From an optimization exercise on the open Yosys and OpenROAD flow, aimed at small area; shortcuts taken in it are not production practice. The RTL was checked by simulation tests, not by an equivalence proof against the original design. Power and IR drop assume default switching activity.

### design/flow/config.mk
export PLATFORM = sky130hd
export DESIGN_NAME = str_rd
export DESIGN_NICKNAME = str_rd
export VERILOG_FILES = /design/flow/design.v
export SDC_FILE = /design/flow/constraint.sdc
export NUM_CORES = 4
export LEC_CHECK = 0
export CAP_MARGIN = 20
export CORE_MARGIN = 2
export CORE_UTILIZATION = 40
export SLEW_MARGIN = 20
### design/flow/constraint.sdc
create_clock -name core_clock -period 5.0 [get_ports {s_axi_aclk}]
set_input_delay 1.0000 -clock core_clock [delete_from_list [all_inputs] [get_ports {s_axi_aclk}]]
set_output_delay 1.0000 -clock core_clock [all_outputs]
set_load 0.01 [all_outputs]
### design/flow/design.v
`timescale 1 ns / 1 ps
module str_rd_core #
(
    parameter integer C_S_AXI_DATA_WIDTH	= 32,
    parameter integer C_S_AXI_ADDR_WIDTH	= 8,
    parameter integer N_PKT = 3
)
(
    input wire                              S_AXI_ACLK,
    input wire                              S_AXI_ARESETN,
    input wire [C_S_AXI_ADDR_WIDTH-1 : 0]   S_AXI_AWADDR,
    input wire [2 : 0]                      S_AXI_AWPROT,
    input wire                              S_AXI_AWVALID,
    output wire                             S_AXI_AWREADY,
    input wire [C_S_AXI_DATA_WIDTH-1 : 0]   S_AXI_WDATA,
    input wire [(C_S_AXI_DATA_WIDTH/8)-1:0] S_AXI_WSTRB,
    input wire                              S_AXI_WVALID,
    output wire                             S_AXI_WREADY,
    output wire [1 : 0]                     S_AXI_BRESP,
    output wire                             S_AXI_BVALID,
    input wire                              S_AXI_BREADY,
    input wire [C_S_AXI_ADDR_WIDTH-1 : 0]   S_AXI_ARADDR,
    input wire [2 : 0]                      S_AXI_ARPROT,
    input wire                              S_AXI_ARVALID,
    output wire                             S_AXI_ARREADY,
    output wire [C_S_AXI_DATA_WIDTH-1 : 0]  S_AXI_RDATA,
    output wire [1 : 0]                     S_AXI_RRESP,
    output wire                             S_AXI_RVALID,
    input wire                              S_AXI_RREADY,
    input wire [32*N_PKT - 1:0] tdata,
    input wire                  tvalid,
    output wire                 busy,
    input wire [31:0] write_data_count,
    input wire [31:0] read_data_count
);
    reg [C_S_AXI_ADDR_WIDTH-1 : 0] 	axi_awaddr;
    reg                             axi_awready;
    reg                             axi_wready;
    reg [1 : 0]                     axi_bresp;
    reg                             axi_bvalid;
    reg [C_S_AXI_ADDR_WIDTH-1 : 0] 	axi_araddr;
    reg                             axi_arready;
    reg [C_S_AXI_DATA_WIDTH-1 : 0] 	axi_rdata;
    reg [1 : 0]                     axi_rresp;
    reg                             axi_rvalid;
    localparam integer ADDR_LSB = (C_S_AXI_DATA_WIDTH/32) + 1;
    localparam integer OPT_MEM_ADDR_BITS = 5;
    wire                            slv_reg_rden;
    wire                            slv_reg_wren;
    reg [C_S_AXI_DATA_WIDTH-1:0]    reg_data_out;
    reg                             aw_en;
    reg [N_PKT-1:0]                 word_read;
    assign S_AXI_AWREADY    = axi_awready;
    assign S_AXI_WREADY     = axi_wready;
    assign S_AXI_BRESP      = axi_bresp;
    assign S_AXI_BVALID     = axi_bvalid;
    assign S_AXI_ARREADY    = axi_arready;
    assign S_AXI_RDATA      = axi_rdata;
    assign S_AXI_RRESP      = axi_rresp;
    assign S_AXI_RVALID     = axi_rvalid;
    always @( posedge S_AXI_ACLK )
    begin
        if ( S_AXI_ARESETN == 1'b0 ) begin
            axi_awready <= 1'b0;
        end else begin
            if (~axi_awready && S_AXI_AWVALID && S_AXI_WVALID && aw_en)
                axi_awready <= 1'b1;
            else if (S_AXI_BREADY && axi_bvalid)
               axi_awready <= 1'b0;
            else
               axi_awready <= 1'b0;
        end
    end
    always @( posedge S_AXI_ACLK ) begin
        if ( S_AXI_ARESETN == 1'b0 ) begin
            aw_en <= 1'b1;
        end else begin
            if (~axi_awready && S_AXI_AWVALID && S_AXI_WVALID && aw_en)
                aw_en <= 1'b0;
            else if (S_AXI_BREADY && axi_bvalid)
                aw_en <= 1'b1;
        end
    end
    always @( posedge S_AXI_ACLK ) begin
        if ( S_AXI_ARESETN == 1'b0 )
            axi_awaddr <= 0;
        else begin
            if (~axi_awready && S_AXI_AWVALID && S_AXI_WVALID && aw_en) 
                axi_awaddr <= S_AXI_AWADDR;
        end
    end
    always @( posedge S_AXI_ACLK ) begin
        if ( S_AXI_ARESETN == 1'b0 )
            axi_wready <= 1'b0;
        else begin
            if (~axi_wready && S_AXI_WVALID && S_AXI_AWVALID && aw_en )
                axi_wready <= 1'b1;
            else
                axi_wready <= 1'b0;
        end 
    end
    assign slv_reg_wren = axi_wready && S_AXI_WVALID && axi_awready && S_AXI_AWVALID;
    always @( posedge S_AXI_ACLK ) begin
        if ( S_AXI_ARESETN == 1'b0 ) begin
            ;
        end else begin
            if (slv_reg_wren) begin
                ;
            end else begin
                ;
            end
        end
    end
    always @( posedge S_AXI_ACLK ) begin
        if ( S_AXI_ARESETN == 1'b0 ) begin
            axi_bvalid  <= 0;
            axi_bresp   <= 2'b0;
        end else begin
            if (axi_awready && S_AXI_AWVALID && ~axi_bvalid && axi_wready && S_AXI_WVALID) begin
                axi_bvalid <= 1'b1;
                axi_bresp  <= 2'b0;  
            end else begin
                if (S_AXI_BREADY && axi_bvalid) 
                    axi_bvalid <= 1'b0; 
            end
        end
    end   
    always @( posedge S_AXI_ACLK ) begin
        if ( S_AXI_ARESETN == 1'b0 ) begin
            axi_arready <= 1'b0;
            axi_araddr  <= 32'b0;
        end else begin    
            if (~axi_arready && S_AXI_ARVALID) begin
                axi_arready <= 1'b1;
                axi_araddr  <= S_AXI_ARADDR;
            end else begin
                axi_arready <= 1'b0;
            end
        end
    end
    always @( posedge S_AXI_ACLK ) begin
        if ( S_AXI_ARESETN == 1'b0 ) begin
            axi_rvalid <= 0;
            axi_rresp  <= 0;
        end else begin    
            if (axi_arready && S_AXI_ARVALID && ~axi_rvalid) begin
                axi_rvalid <= 1'b1;
                axi_rresp  <= 2'b0;
            end else if (axi_rvalid && S_AXI_RREADY)
                axi_rvalid <= 1'b0;
        end
    end
    assign slv_reg_rden = axi_arready & S_AXI_ARVALID & ~axi_rvalid;
    wire [OPT_MEM_ADDR_BITS:0] addr4 = axi_araddr[ADDR_LSB+OPT_MEM_ADDR_BITS:ADDR_LSB];
    always @(*) begin
        if (addr4 == 6'h0)
            reg_data_out <= write_data_count;
        else if (addr4 == 6'h1)
            reg_data_out <= read_data_count;
        else if (addr4 == 6'h2)
            reg_data_out <= word_read;
        else if (addr4 == 6'h3)
            reg_data_out <= 32'h0;
        else if ((6'h4 <= addr4) && (addr4 < N_PKT + 4))
            reg_data_out <= tdata[32*(addr4 - 6'h4)+:32];
        else
            reg_data_out <= 32'h0;
    end
    always @( posedge S_AXI_ACLK ) begin
        if ( S_AXI_ARESETN == 1'b0 )
            axi_rdata  <= 0;
        else begin if (slv_reg_rden)
            axi_rdata <= reg_data_out;
        end
    end
    assign busy = (word_read != {(N_PKT){1'b0}});
    always @(posedge S_AXI_ACLK) begin
        if (S_AXI_ARESETN == 1'b0) begin
            word_read <= {(N_PKT){1'b0}};
        end else begin
            if (~busy && tvalid) begin
                word_read <= {(N_PKT){1'b1}};
            end else begin
                if (slv_reg_rden) begin
                    if ((6'h4 <= addr4) && (addr4 < N_PKT + 4))
                        word_read[addr4 - 6'h4] <= 0;
                end
            end
        end
    end
endmodule
`timescale 1 ns / 1 ps
module str_rd #
(
    parameter integer C_S_AXI_DATA_WIDTH = 32,
    parameter integer C_S_AXI_ADDR_WIDTH = 8,
    parameter integer N_PKT = 3
)
(    
    input wire [32*N_PKT-1:0] s_axis_tdata,
    output wire               s_axis_tready,
    input wire                s_axis_tvalid,
    input wire [31:0] write_data_count,
    input wire [31:0] read_data_count,
    input wire                                s_axi_aclk,
    input wire                                s_axi_aresetn,
    input wire [C_S_AXI_ADDR_WIDTH-1 : 0]     s_axi_awaddr,
    input wire [2 : 0]                        s_axi_awprot,
    input wire                                s_axi_awvalid,
    output wire                               s_axi_awready,
    input wire [C_S_AXI_DATA_WIDTH-1 : 0]     s_axi_wdata,
    input wire [(C_S_AXI_DATA_WIDTH/8)-1 : 0] s_axi_wstrb,
    input wire                                s_axi_wvalid,
    output wire                               s_axi_wready,
    output wire [1 : 0]                       s_axi_bresp,
    output wire                               s_axi_bvalid,
    input wire                                s_axi_bready,
    input wire [C_S_AXI_ADDR_WIDTH-1 : 0]     s_axi_araddr,
    input wire [2 : 0]                        s_axi_arprot,
    input wire                                s_axi_arvalid,
    output wire                               s_axi_arready,
    output wire [C_S_AXI_DATA_WIDTH-1 : 0]    s_axi_rdata,
    output wire [1 : 0]                       s_axi_rresp,
    output wire                               s_axi_rvalid,
    input wire                                s_axi_rready
);
    wire [N_PKT*32-1:0] tdata;
    wire                tvalid;
    wire                busy;
    wire                trans;
    str_rd_core # ( 
        .C_S_AXI_DATA_WIDTH(C_S_AXI_DATA_WIDTH),
        .C_S_AXI_ADDR_WIDTH(C_S_AXI_ADDR_WIDTH)
    ) str_rd_core_inst (
        .S_AXI_ACLK(s_axi_aclk),
        .S_AXI_ARESETN(s_axi_aresetn),
        .S_AXI_AWADDR(s_axi_awaddr),
        .S_AXI_AWPROT(s_axi_awprot),
        .S_AXI_AWVALID(s_axi_awvalid),
        .S_AXI_AWREADY(s_axi_awready),
        .S_AXI_WDATA(s_axi_wdata),
        .S_AXI_WSTRB(s_axi_wstrb),
        .S_AXI_WVALID(s_axi_wvalid),
        .S_AXI_WREADY(s_axi_wready),
        .S_AXI_BRESP(s_axi_bresp),
        .S_AXI_BVALID(s_axi_bvalid),
        .S_AXI_BREADY(s_axi_bready),
        .S_AXI_ARADDR(s_axi_araddr),
        .S_AXI_ARPROT(s_axi_arprot),
        .S_AXI_ARVALID(s_axi_arvalid),
        .S_AXI_ARREADY(s_axi_arready),
        .S_AXI_RDATA(s_axi_rdata),
        .S_AXI_RRESP(s_axi_rresp),
        .S_AXI_RVALID(s_axi_rvalid),
        .S_AXI_RREADY(s_axi_rready),
        .tdata(tdata),
        .tvalid(tvalid),
        .busy(busy),
        .write_data_count(write_data_count),
        .read_data_count(read_data_count)
    );
    reg [32*N_PKT-1:0] tdata_buf;
    reg                tvalid_buf;
    reg                tready_mask;
    always @(posedge s_axi_aclk) begin
        if (~s_axi_aresetn)
            tdata_buf <= {(32*N_PKT){1'b0}};
        else if (trans) begin
            tdata_buf <= s_axis_tdata;
        end
    end
    always @(posedge s_axi_aclk) begin
        tvalid_buf <= s_axis_tvalid;
    end
    assign tdata = tdata_buf;
    assign tvalid = tvalid_buf;
    assign trans = s_axis_tvalid & s_axis_tready;
    reg trans_buf;
    always @(posedge s_axi_aclk) begin
        trans_buf <= trans;
    end
    assign s_axis_tready = ~busy & ~trans_buf;
endmodule
### design/flow/run.sh
#!/bin/bash
# synth_recipe.tcl (not shown) runs the flow's synth.tcl, then flattens the netlist and writes it again
# the make line also repeats each setting of config.mk as NAME=value (left out here)
make -C /OpenROAD-flow-scripts/flow DESIGN_CONFIG=/design/flow/config.mk WORK_HOME=/design/flow/orfs CLKGATE_MAP_FILE= SYNTH_SCRIPT=/design/flow/synth_recipe.tcl finish
==> impl_metrics.yaml <==
synth:
  synth_sequential_area_ratio: 0.415
  synth-edff-count: 0
  synth_top_flop_cell: "sky130_fd_sc_hd__dfxtp_1"
  netlist_instances: 795
  synth_seq_cells: 145
  yosys.cell_types.count: 48
  synth.cell_area_um2: 6990
  avgSynthCellArea_um2: 8.79
  ys_async_rst_share: 0
  synthesis.yosys.warnings: 2
cts:
  clkSlewWorstSetupHoldPaths_ns: 0.06
  htreeDepth: 4
  clock_sinks: 145
  cts_tree: "done"
  post_cts_resize_count: 0
  clk-insertion-delay-late_ns: 0.42
  ctsLongestPathBuffers: 2
  cts_setup_buffers: 0
  clock-root-buffer: "sky130_fd_sc_hd__clkbuf_16"
  numCtsBuffers: 17
  cts.hold.buffers_added: 0
detailed_routing:
  routed_wl_um: 21600
  ant_nets: 0
  dr_total_vias: 6477
  drt-vias-per-instance: 5.39
  drt_pre_antenna_iters: 4
  post_drt_wl_per_cell_um: 18.0
  drt-initial-drc-count: 344
  drc: 0
critical_path:
  reg2reg_setup_slack_ns: 2.13
  arrival_ns: 3.42
  worst-path-max-fanout: 36
  worst-setup-path-type: "input port to flip-flop"
  critical_path_startpoint_category: "input port"
  worst_ep_required_time_ns: 5.34
  cp-end-kind: "flip-flop"
die:
  initial_core_util: 0.407
  die_y_um: 136
  core_region_area_um2: 17200
  fp.dieArea_um2: 18500
  floorplan.rows: 48
  top_level_ports: 268
  die-width_um: 136
cells_and_area:
  register_area_um2: 2910
  multiInputGateArea_um2: 3750
  num-nets-final: 1197
  final_layout_size_suffix_gt1_frac: 0.0563
  finish.utilization: 0.567
  synthToLayoutAreaGrowth_pct: 39.3
  antennaDiodeCount: 0
  final-instance-count-excl-fill: 1202
  layout.filler_cells: 1550
  final_cell_mix: "sky130_fd_sc_hd__clkdlybuf4s50_1 (210), sky130_fd_sc_hd__nand2_1 (198), sky130_fd_sc_hd__dfxtp_1 (143)"
  mostFrequentLayoutCell: "sky130_fd_sc_hd__clkdlybuf4s50_1"
grt:
  grt-ovfl-total: 0
  grtUsageTotal: 0.235
  maximum_number_of_pins_on_one_net_before_global_route_repair: 97
  vias_in_the_first_global_route: 6455
  grt_first_pass_wirelength_um: 33800
  grt_antenna_before_repair: 0
sta:
  setup_slack_ns: 1.92
  tightestPinTransition_ns: 1.03
  report.final.setup_viol: 0
  period_share: 0.615
  worst_slew_margin_rel: 0.309
  hold_viol: 0
  totalNegativeSetupSlack_ns: 0
  skew_ns: 0.00813
  report.final.slew_viol_count: 0
  max_fclk_ghz: 0.325
  rsz_0062_raised_after_global_routing: "no"
  post-route-min-period_ns: 3.08
placed_design:
  dpl.hpwl_um: 14100
  placed_cells: 1170
  finalWeightedCongestion: 0.830
  dp_slack_ns: 1.51
  port_buffers: 211
power_and_ir_drop:
  power.leakage_uw: 0.00332
  vdd_drop_max_uv: 244
  power_per_cell_area_nw_per_um2: 323
run:
  cap_viol_max_count: 0
hold_path:
  hold_class: "flip-flop to flip-flop"
status:
  status: "no timing/DRC/antenna violations"
per-stage QoR:
| stage | instance area [um^2] | hold slack (ns) | total power [uW] |
|---|---|---|---|
| floorplan | 7000 | 0.435 | 1630 |
| global placement | 9140 | 0.437 | 1870 |
| detailed placement | 9140 | 0.447 | 1880 |
| CTS | 9730 | 0.456 | 3170 |
| global route | 9730 | 0.468 | 3290 |
| finish | 9730 | 0.455 | 3140 |
worst paths after layout:
check                           depth (start not counted)                      startpoint                             end
worst min-delay path                                    2                   tdata_buf[74]                   tdata_buf[74]
worst max register to register                          5  str_rd_core_inst.axi_araddr[2]  str_rd_core_inst.axi_rdata[12]
worst max-delay path                                    6                   s_axi_arvalid  str_rd_core_inst.axi_rdata[30]
worst min register to register                          2                   tdata_buf[74]                   tdata_buf[74]
worst max-delay path, cell delays in order:
cell and delay, ns:
sky130_fd_sc_hd__clkdlybuf4s50_1 0.53, sky130_fd_sc_hd__nand3b_4 0.44, sky130_fd_sc_hd__nor2_2 0.79, sky130_fd_sc_hd__buf_4 0.36, sky130_fd_sc_hd__a22oi_1 0.10, sky130_fd_sc_hd__a21boi_1 0.18
Yosys cell counts, drive strengths merged (2+ instances only):
cell type  number  area (um^2)
mux2i          34          340
a31oi           4         25.0
a21boi        128          961
inv             5         18.8
clkbuf         40          150
nor3b           3         22.5
ha              7         87.6
o211a           2         27.5
nor3            9         45.0
nand2         199          749
xnor2           3         26.3
nor4b           2         17.5
o2111ai        29          254
nor4            3         48.8
buf            34          205
nor2b          10         62.6
dfxtp         145         2900
a21oi          10         50.1
nor2            8         30.0
a211oi          3         22.5
or3             2         12.5
a22oi          29          218
nand3b          4         42.5
a22o           29          254
o2bb2ai        32          280
o21ai           7         35.0
o21a            2         15.0
cells by family (layout without fill, tap and decap cells):
kind of cell               count (synthesis)  count (layout)  synth area share
other                                      1               4          0.000537
AOI/OAI and AO/OA                        278             278             0.310
and+or+nand+nor                          247             247             0.154
muxes                                     34              34            0.0487
xor gates and xnor gates                   4               4           0.00501
adders and majority gates                  7               7            0.0125
DFF                                      145             145             0.415
buffers and inverters                     79             258            0.0535
state kept, by name (all words and copies together) (netlist names):
name	count
str_rd_core_inst.axi_arready	1
str_rd_core_inst.word_read	3
trans_buf	1
str_rd_core_inst.axi_rdata	32
str_rd_core_inst.axi_awready	1
str_rd_core_inst.aw_en	1
str_rd_core_inst.axi_wready	1
tdata_buf	96
str_rd_core_inst.axi_araddr	6
str_rd_core_inst.axi_bvalid	1
tvalid_buf	1
str_rd_core_inst.axi_rvalid	1
cell type report:
cell class              instances  area share
clock buffers                  20      0.0449
clock inverters                12      0.0163
inverters                       5     0.00193
multi-input cells             574       0.385
flip-flops and latches        145       0.298
well taps                     225      0.0289
repair buffers                221       0.224
power by group:
group | internal [uW] | leakage [uW] | total, uW | switching [uW]
Sequential | 1240 | 0.00118 | 1290 | 46.9
Clock | 787 | 0.000273 | 1290 | 501
Combinational | 274 | 0.00186 | 568 | 294
metal layers:
metal / wire length (um) / up-vias / track usage
met3: 1190 / 40 / 0.0429
met5: 0 / - / 0
li1: - / 3187 / -
met4: 614 / 0 / 0.0995
met2: 9880 / 208 / 0.369
met1: 9910 / 3042 / 0.317

static timing again, ports no longer ideal:
No port has a modelled driver above. Below, the same layout with a new extraction and two added sets of constraints. Step 1 (the two cells are an assumption about what drives the block):
set clk [get_ports {s_axi_aclk}]
set_driving_cell -lib_cell sky130_fd_sc_hd__clkbuf_16 $clk
set_driving_cell -lib_cell sky130_fd_sc_hd__buf_2 [delete_from_list [all_inputs] $clk]
Step 2 times the ports against the registers' clock, not the clock port: input delays grow and output delays shrink by t, the midpoint of the rising clock arrivals with the driver on. Three values: ideal, step 1, step 2; two values: the first two.
t, ns: 0.461
setup slack, ns: 1.923 / 1.936 / 1.475
worst data-port slew with drivers (ns): 0.06
After both steps setup and hold are still met in this run. For this run, drivers alone change the setup slack by +0.013 ns; drivers and shift together by -0.448 ns.
